Background: an optimization exercise with open tools, aiming at small area, a short achievable clock period and few clock cycles per item. Do not read the settings as production practice.
RTL that was checked went through simulation tests only; none was proved equivalent to the original.

==> module GCD_full, before the edit <==
module GCD_full
(
input [31:0] x_i,
input [31:0] y_i,
input calculate_new,
input clk,
input rstn,
output [31:0] data_o,
output data_ready_reg
);
localparam W = 33;
reg         busy;     
reg         fin;      
reg         shl;      
reg  [4:0]  k;        
reg  [W-1:0] a, b;
reg  [31:0] res;
reg         use_b;    
reg         inv;      
wire ao  = a[0];
wire bo  = b[0];
wire run = ~fin & ~shl;
wire m_sub  = run & ao & bo;
wire m_both = run & ~ao & ~bo;
wire [W-1:0] bx = b ^ {W{inv}};
wire [W:0]   rc = {a, 1'b1} + {bx, inv};
wire [W-1:0] r  = rc[W:1];
wire rz = &(a[W-1:1] ^ bx[W-1:1]);
wire [W-1:0] q  = use_b ? r : a;
wire [1:0] t = m_both ? 2'd0 : q[1] ? 2'd0 : q[2] ? 2'd1 : q[3] ? 2'd2 : 2'd3;
wire [W-1:0] r1 = {q[W-1], q[W-1:1]};
wire [W+2:0] rx = {{3{q[W-1]}}, r1} >> t;
wire [W-1:0] rs = rx[W-1:0];
wire kz    = (k == 5'd0);
wire k31   = (k == 5'd31);
wire done  = busy & ~run & kz;
wire step  = busy & run;
wire start = ~busy & calculate_new;
wire fin_n = step & ((m_sub & rz) | (m_both & k31));
wire shl_n = busy & ~kz & (fin | shl);
reg [W-1:0] a_n, b_n;
always @(*) begin
    if (start)                  a_n = {1'b0, x_i};
    else if (busy & ~run & ~kz) a_n = {r[W-2:0], 1'b0};
    else if (step & ~(ao & ~bo)) a_n = rs;
    else                        a_n = a;
    if (start)                  b_n = {1'b0, y_i};
    else if (step & ~bo)        b_n = {b[W-1], b[W-1:1]};
    else if ((m_sub & (r[W-1] ^ a[W-1])) | (busy & fin)) b_n = a;
    else                        b_n = b;
end
assign data_ready_reg = done;
assign data_o = res;
always @(posedge clk or negedge rstn) begin
    if (!rstn) begin
        busy <= 1'b0;
        fin  <= 1'b0;
        shl  <= 1'b0;
    end else begin
        if (start) busy <= 1'b1;
        else if (done) busy <= 1'b0;
        fin <= fin_n;
        shl <= shl_n;
    end
end
always @(posedge clk) begin
    a <= a_n;
    b <= b_n;
    use_b <= a_n[0] | fin_n;
    inv   <= fin_n ? b_n[W-1] : ~(a_n[W-1] ^ b_n[W-1]);
    if (start) k <= 5'd0;
    else if (busy & ~run & ~kz) k <= k - 5'd1;
    else if (m_both & ~k31 & busy) k <= k + 5'd1;
    if (done) res <= r[31:0];
end
endmodule
Settings: LEC_CHECK=0, CAP_MARGIN=20, CORE_MARGIN=2, CORE_UTILIZATION=40, SLEW_MARGIN=20; clock period 3.6 ns.
run.sh (not shown) runs the stock make flow with config.mk's settings and CLKGATE_MAP_FILE= SYNTH_SCRIPT=/design/flow/synth_recipe.tcl, a recipe that flattens the netlist after the stock synthesis.
The baseline finished but fails on setup timing.
Change:
--- a/flow/design.v
+++ b/flow/design.v
@@ -23,12 +23,11 @@
 wire m_sub  = run & ao & bo;
 wire m_both = run & ~ao & ~bo;
-wire [W-1:0] bx = b ^ {W{inv}};
+wire [W-1:0] bx = (b & {W{use_b}}) ^ {W{inv}};
 wire [W:0]   rc = {a, 1'b1} + {bx, inv};
 wire [W-1:0] r  = rc[W:1];
 wire rz = &(a[W-1:1] ^ bx[W-1:1]);
-wire [W-1:0] q  = use_b ? r : a;
-wire [1:0] t = m_both ? 2'd0 : q[1] ? 2'd0 : q[2] ? 2'd1 : q[3] ? 2'd2 : 2'd3;
-wire [W-1:0] r1 = {q[W-1], q[W-1:1]};
-wire [W+2:0] rx = {{3{q[W-1]}}, r1} >> t;
+wire [1:0] t = m_both ? 2'd0 : r[1] ? 2'd0 : r[2] ? 2'd1 : r[3] ? 2'd2 : 2'd3;
+wire [W-1:0] r1 = {r[W-1], r[W-1:1]};
+wire [W+2:0] rx = {{3{r[W-1]}}, r1} >> t;
 wire [W-1:0] rs = rx[W-1:0];
 wire kz    = (k == 5'd0);
What happened: The changed run finished clean. Hold slack improved by 22 ps. Setup slack improved by 280 ps. Via count went down by 14%. Cell count went down by 13%. Area after synthesis went down by 5.3%. Routed wire length went down by 15%. Non-clock buffer count went down by 161. Global-route usage went down by 2.8 points. Final area went down by 19%. Sequential share of layout area went up by 5.6 points. Utilization went down by 9.0 points.
Testbench counts after the change, summed over its fixed seeds: cycles 24,109, items 960.
No functional check of the RTL was part of the first run of this note.

* * *

## 10-05
The RTL this note starts from:
==> flow/design.v <==
module GCD_full
(
input [31:0] x_i,
input [31:0] y_i,
input calculate_new,
input clk,
input rstn,
output [31:0] data_o,
output data_ready_reg
);
localparam W = 33;
reg         busy;     
reg         fin;      
reg         shl;      
reg  [4:0]  k;        
reg  [W-1:0] a, b;
reg  [31:0] res;
reg         use_b;    
reg         inv;      
wire ao  = a[0];
wire bo  = b[0];
wire run = ~fin & ~shl;
wire m_sub  = run & ao & bo;
wire m_both = run & ~ao & ~bo;
wire [W-1:0] bx = (b & {W{use_b}}) ^ {W{inv}};
wire [W:0]   rc = {a, 1'b1} + {bx, inv};
wire [W-1:0] r  = rc[W:1];
wire rz = &(a[W-1:1] ^ bx[W-1:1]);
wire [1:0] t = m_both ? 2'd0 : r[1] ? 2'd0 : r[2] ? 2'd1 : r[3] ? 2'd2 : 2'd3;
wire [W-1:0] r1 = {r[W-1], r[W-1:1]};
wire [W+2:0] rx = {{3{r[W-1]}}, r1} >> t;
wire [W-1:0] rs = rx[W-1:0];
wire kz    = (k == 5'd0);
wire k31   = (k == 5'd31);
wire done  = busy & ~run & kz;
wire step  = busy & run;
wire start = ~busy & calculate_new;
wire fin_n = step & ((m_sub & rz) | (m_both & k31));
wire shl_n = busy & ~kz & (fin | shl);
reg [W-1:0] a_n, b_n;
always @(*) begin
    if (start)                  a_n = {1'b0, x_i};
    else if (busy & ~run & ~kz) a_n = {r[W-2:0], 1'b0};
    else if (step & ~(ao & ~bo)) a_n = rs;
    else                        a_n = a;
    if (start)                  b_n = {1'b0, y_i};
    else if (step & ~bo)        b_n = {b[W-1], b[W-1:1]};
    else if ((m_sub & (r[W-1] ^ a[W-1])) | (busy & fin)) b_n = a;
    else                        b_n = b;
end
assign data_ready_reg = done;
assign data_o = res;
always @(posedge clk or negedge rstn) begin
    if (!rstn) begin
        busy <= 1'b0;
        fin  <= 1'b0;
        shl  <= 1'b0;
    end else begin
        if (start) busy <= 1'b1;
        else if (done) busy <= 1'b0;
        fin <= fin_n;
        shl <= shl_n;
    end
end
always @(posedge clk) begin
    a <= a_n;
    b <= b_n;
    use_b <= a_n[0] | fin_n;
    inv   <= fin_n ? b_n[W-1] : ~(a_n[W-1] ^ b_n[W-1]);
    if (start) k <= 5'd0;
    else if (busy & ~run & ~kz) k <= k - 5'd1;
    else if (m_both & ~k31 & busy) k <= k + 5'd1;
    if (done) res <= r[31:0];
end
endmodule
Settings: LEC_CHECK=0, CAP_MARGIN=20, CORE_MARGIN=2, CORE_UTILIZATION=45, SETUP_SLACK_MARGIN=0.2, SLEW_MARGIN=20; clock period 3.6 ns.
standard.sh (not shown) runs the stock make flow with config.mk's settings and CLKGATE_MAP_FILE= SYNTH_SCRIPT=/design/flow/synth_recipe.tcl, a recipe that flattens the netlist after the stock synthesis.
==> flow/flow/run.sh <==
#!/bin/bash
# The standard layout, with the port buffers made from the smallest
# plain buffer instead of the delay buffer buffer_ports picks by default,
# and ORFS's power recovery (downsizing gates off the critical paths) on.
set -euo pipefail
bash standard.sh "BUFFER_PORTS_ARGS=-buffer_cell sky130_fd_sc_hd__buf_1" RECOVER_POWER=100 finish > standard_flow.log 2>&1
Testbench counts of 10-05, summed over its fixed seeds: cycles 24,109, items 960.
The inputs of 01-17 differ from those of 10-05 as listed below.
--- a/flow/design.v
+++ b/flow/design.v
@@ -20,14 +20,15 @@
 wire ao  = a[0];
 wire bo  = b[0];
 wire run = ~fin & ~shl;
 wire m_sub  = run & ao & bo;
 wire m_both = run & ~ao & ~bo;
 wire [W-1:0] bx = (b & {W{use_b}}) ^ {W{inv}};
-wire [W:0]   rc = {a, 1'b1} + {bx, inv};
-wire [W-1:0] r  = rc[W:1];
+wire [W:0]   lo  = {1'b0, a[W-2:0], 1'b1} + {1'b0, bx[W-2:0], inv};
+wire         c32 = lo[W];             
+wire [W-1:0] r   = {a[W-1] ^ bx[W-1] ^ c32, lo[W-1:1]};
 wire rz = &(a[W-1:1] ^ bx[W-1:1]);
 wire [1:0] t = m_both ? 2'd0 : r[1] ? 2'd0 : r[2] ? 2'd1 : r[3] ? 2'd2 : 2'd3;
 wire [W-1:0] r1 = {r[W-1], r[W-1:1]};
 wire [W+2:0] rx = {{3{r[W-1]}}, r1} >> t;
 wire [W-1:0] rs = rx[W-1:0];
 wire kz    = (k == 5'd0);
@@ -42,13 +43,13 @@
     if (start)                  a_n = {1'b0, x_i};
     else if (busy & ~run & ~kz) a_n = {r[W-2:0], 1'b0};
     else if (step & ~(ao & ~bo)) a_n = rs;
     else                        a_n = a;
     if (start)                  b_n = {1'b0, y_i};
     else if (step & ~bo)        b_n = {b[W-1], b[W-1:1]};
-    else if ((m_sub & (r[W-1] ^ a[W-1])) | (busy & fin)) b_n = a;
+    else if ((m_sub & (bx[W-1] ^ c32)) | (busy & fin)) b_n = a;
     else                        b_n = b;
 end
 assign data_ready_reg = done;
 assign data_o = res;
 always @(posedge clk or negedge rstn) begin
     if (!rstn) begin
## What came out
When 01-17 is measured against 10-05, its via count of the first global-routing pass turns out about 1% higher. In 01-17, the sum of met2 wire segment lengths after detailed routing came out 490 µm above the value in 10-05. Area of the core (higher): 01-17. 01-17 vs. 10-05: area of the multi-input gates moved up, number of distinct library cells after synthesis +3, via count held steady, overall routing resource usage saw an increase.
Only the layout flow was run in 01-17; the RTL was not checked for function there.

* * *

north:
Another version of the RTL of GCD_full (not shown whole).
Size in the first run: roughly 100 flip-flops, about 100 I/O pins, ~8200 µm² of cells after synthesis.
==> module GCD_full, before the edit <==
module GCD_full
(
input [31:0] x_i,
input [31:0] y_i,
input calculate_new,
input clk,
input rstn,
output [31:0] data_o,
output data_ready_reg
);
localparam N = 31;
reg        busy;      
reg        shl;       
reg [4:0]  k;         
reg [31:0] a, b;
reg [31:0] res;
wire ao = a[0];
wire bo = b[0];
wire m_sub  = ao & bo;
wire m_both = ~ao & ~bo;
wire [N-1:0] A = a[31:1];
wire [N-1:0] B = b[31:1] & {N{ao}};
wire [N-1:0] p = ~(A ^ B);
wire [N-1:0] g = A & ~B;
wire [N-1:0] Gs [0:5];
wire [N-1:0] Ps [0:5];
assign Gs[0] = g;
assign Ps[0] = p;
genvar i, l;
generate
  for (l = 0; l < 5; l = l + 1) begin : lvl
    for (i = 0; i < N; i = i + 1) begin : bt
      if (i >= (1 << l)) begin : node
        assign Gs[l+1][i] = Gs[l][i] | (Ps[l][i] & Gs[l][i-(1<<l)]);
        assign Ps[l+1][i] = Ps[l][i] & Ps[l][i-(1<<l)];
      end else begin : pass
        assign Gs[l+1][i] = Gs[l][i];
        assign Ps[l+1][i] = Ps[l][i];
      end
    end
  end
endgenerate
wire [N-1:0] G = Gs[5];
wire [N-1:0] P = Ps[5];
wire ge = G[N-1] | P[N-1];           
wire eqv = P[N-1];                    
wire [N-1:0] c0 = {G[N-2:0], 1'b0};
wire [N-1:0] c1 = {G[N-2:0] | P[N-2:0], 1'b1};
wire [N-1:0] R = ge ? (p ^ c1) : ~(p ^ c0);
wire [2:0] dl = A[2:0] - B[2:0];
wire [1:0] t = m_both ? 2'd0 : dl[0] ? 2'd0 : dl[1] ? 2'd1 : dl[2] ? 2'd2 : 2'd3;
wire [N-1:0] Rs = R >> t;
wire kz  = (k == 5'd0);
wire k31 = (k == 5'd31);
wire eq  = (m_sub & eqv) | (m_both & k31);
wire done  = busy & kz & (shl | eq);
wire step  = busy & ~shl & ~eq;
wire a_upd = step & ~(ao & ~bo);
wire b_sh  = step & ~bo;
wire b_min = step & m_sub & ~ge;
wire start = ~busy & calculate_new;
assign data_ready_reg = done;
assign data_o = res;
always @(posedge clk or negedge rstn) begin
    if (!rstn) begin
        busy <= 1'b0;
        shl  <= 1'b0;
    end else begin
        if (start) busy <= 1'b1;
        else if (done) busy <= 1'b0;
        if (done) shl <= 1'b0;
        else if (busy & eq & ~kz) shl <= 1'b1;
    end
end
always @(posedge clk) begin
    if (start) begin
        a <= x_i;
        k <= 5'd0;
    end else if (busy & (shl | eq) & ~kz) begin
        a <= {a[30:0], 1'b0};
        k <= k - 5'd1;
    end else begin
        if (a_upd) a <= {1'b0, Rs};
        if (step & m_both) k <= k + 5'd1;
    end
    if (start) b <= y_i;
    else if (b_sh) b <= {1'b0, b[31:1]};
    else if (b_min) b <= a;
    if (done) res <= a;
end
endmodule
Settings: LEC_CHECK=0, CAP_MARGIN=20, CORE_MARGIN=2, CORE_UTILIZATION=40, SLEW_MARGIN=20; clock period 3.6 ns.
run.sh (not shown) runs the stock make flow with config.mk's settings and CLKGATE_MAP_FILE= SYNTH_SCRIPT=/design/flow/synth_recipe.tcl, a recipe that flattens the netlist after the stock synthesis.
Stock flow here: none of the scripts above is used.
[north] flow finished | final checks: failed | reasons: negative setup slack
### north -> south
==> flow/design.v <==
module GCD_full
(
input [31:0] x_i,
input [31:0] y_i,
input calculate_new,
input clk,
input rstn,
output [31:0] data_o,
output data_ready_reg
);
localparam N = 31;
reg        busy;      
reg        shl;       
reg [4:0]  k;         
reg [31:0] a, b;
reg [31:0] res;
wire ao = a[0];
wire bo = b[0];
wire m_sub  = ao & bo;
wire m_both = ~ao & ~bo;
wire use_a  = ~ao | bo;
wire use_b  = ao;
wire [N-1:0] A = a[31:1] & {N{use_a}};
wire [N-1:0] B = b[31:1] & {N{use_b}};
wire [N-1:0] p = ~(A ^ B);
wire [N-1:0] g = A & ~B;
wire [N-1:0] Gs [0:5];
wire [N-1:0] Ps [0:5];
assign Gs[0] = g;
assign Ps[0] = p;
genvar i, l;
generate
  for (l = 0; l < 5; l = l + 1) begin : lvl
    for (i = 0; i < N; i = i + 1) begin : bt
      if ((i >> l) & 1) begin : node
        assign Gs[l+1][i] = Gs[l][i] | (Ps[l][i] & Gs[l][((i >> l) << l) - 1]);
        assign Ps[l+1][i] = Ps[l][i] & Ps[l][((i >> l) << l) - 1];
      end else begin : pass
        assign Gs[l+1][i] = Gs[l][i];
        assign Ps[l+1][i] = Ps[l][i];
      end
    end
  end
endgenerate
wire [N-1:0] G = Gs[5];
wire [N-1:0] P = Ps[5];
wire ge = G[N-1] | P[N-1];           
wire eqv = P[N-1];                    
wire [N-1:0] c0 = {G[N-2:0], 1'b0};
wire [N-1:0] c1 = {G[N-2:0] | P[N-2:0], 1'b1};
wire [N-1:0] R = ge ? (p ^ c1) : ~(p ^ c0);
wire [2:0] dl = A[2:0] - B[2:0];
wire [1:0] t = m_both ? 2'd0 : dl[0] ? 2'd0 : dl[1] ? 2'd1 : dl[2] ? 2'd2 : 2'd3;
wire [N-1:0] Rs = R >> t;
wire kz  = (k == 5'd0);
wire k31 = (k == 5'd31);
wire eq  = (m_sub & eqv) | (m_both & k31);
wire done  = busy & kz & (shl | eq);
wire step  = busy & ~shl & ~eq;
wire a_upd = step & (m_both | (~ao & bo) | (m_sub & ge));
wire b_upd = step & ((ao & ~bo) | (m_sub & ~ge));
wire start = ~busy & calculate_new;
assign data_ready_reg = done;
assign data_o = res;
always @(posedge clk or negedge rstn) begin
    if (!rstn) begin
        busy <= 1'b0;
        shl  <= 1'b0;
    end else begin
        if (start) busy <= 1'b1;
        else if (done) busy <= 1'b0;
        if (done) shl <= 1'b0;
        else if (busy & eq & ~kz) shl <= 1'b1;
    end
end
always @(posedge clk) begin
    if (start) begin
        a <= x_i;
        k <= 5'd0;
    end else if (busy & (shl | eq) & ~kz) begin
        a <= {a[30:0], 1'b0};
        k <= k - 5'd1;
    end else begin
        if (a_upd) a <= {1'b0, Rs};
        if (step & m_both) k <= k + 5'd1;
    end
    if (start) b <= y_i;
    else if (step & m_both) b <= {1'b0, b[31:1]};
    else if (b_upd) b <= {1'b0, Rs};
    if (done) res <= a;
end
endmodule
### Flow results
Layout checks on south: not met. Flow itself completed; violations: negative setup slack.
Re clock period minus worst slack: south is 0.31 ns up on north.
Largest stage delay on the critical path across north and south: no real change.
north tops out at a higher clock frequency than south.
Higher number of cells on the worst reg-to-reg path among north and south: south
Looking at depth of the worst hold-timing path across north and south, the one that comes out higher is north.
Detailed-route wire length: north and south compared, higher one is south
Changes observed in south relative to north: slew at the pin closest to its max-slew limit shows an increase of 0.095 ns, fraction of the mapped netlist area in compound gates increased by 5.0 points relative to the old numbers.
Function was not checked in any run of this note: the RTL went through the layout flow alone.

==> afterwards: timing with drivers on the ports <==
Ports are ideal in the flow. The routed layouts listed here were re-timed in OpenROAD.
Step 1 sets driving cells, clkbuf_16 on the clock port and buf_2 on the other inputs (assumed; they add their load-dependent delay and slew).
Step 2 moves the port delays by t, midway between the first and last clock arrival at a register: inputs arrive t later, outputs are due t later. That takes back most of the time a late clock gives input paths.
Three values: no drivers, after step 1, after step 2; two values: the first two.
| run | t, ns | setup slack, ns | worst setup path after step 2 |
|---|---|---|---|
| the first run of note 1 | 0.410 | -0.161 / -0.161 / -0.161 | register to register |
| the second run of note 1 | 0.405 | 0.121 / 0.121 / 0.121 | register to register |
| 10-05 | 0.403 | 0.156 / 0.156 / 0.156 | register to register |
| 01-17 | 0.412 | 0.127 / 0.127 / 0.127 | register to register |
| north | 0.401 | -0.044 / -0.044 / -0.044 | register to register |
| south | 0.404 | -0.355 / -0.403 / -0.347 | register to register |
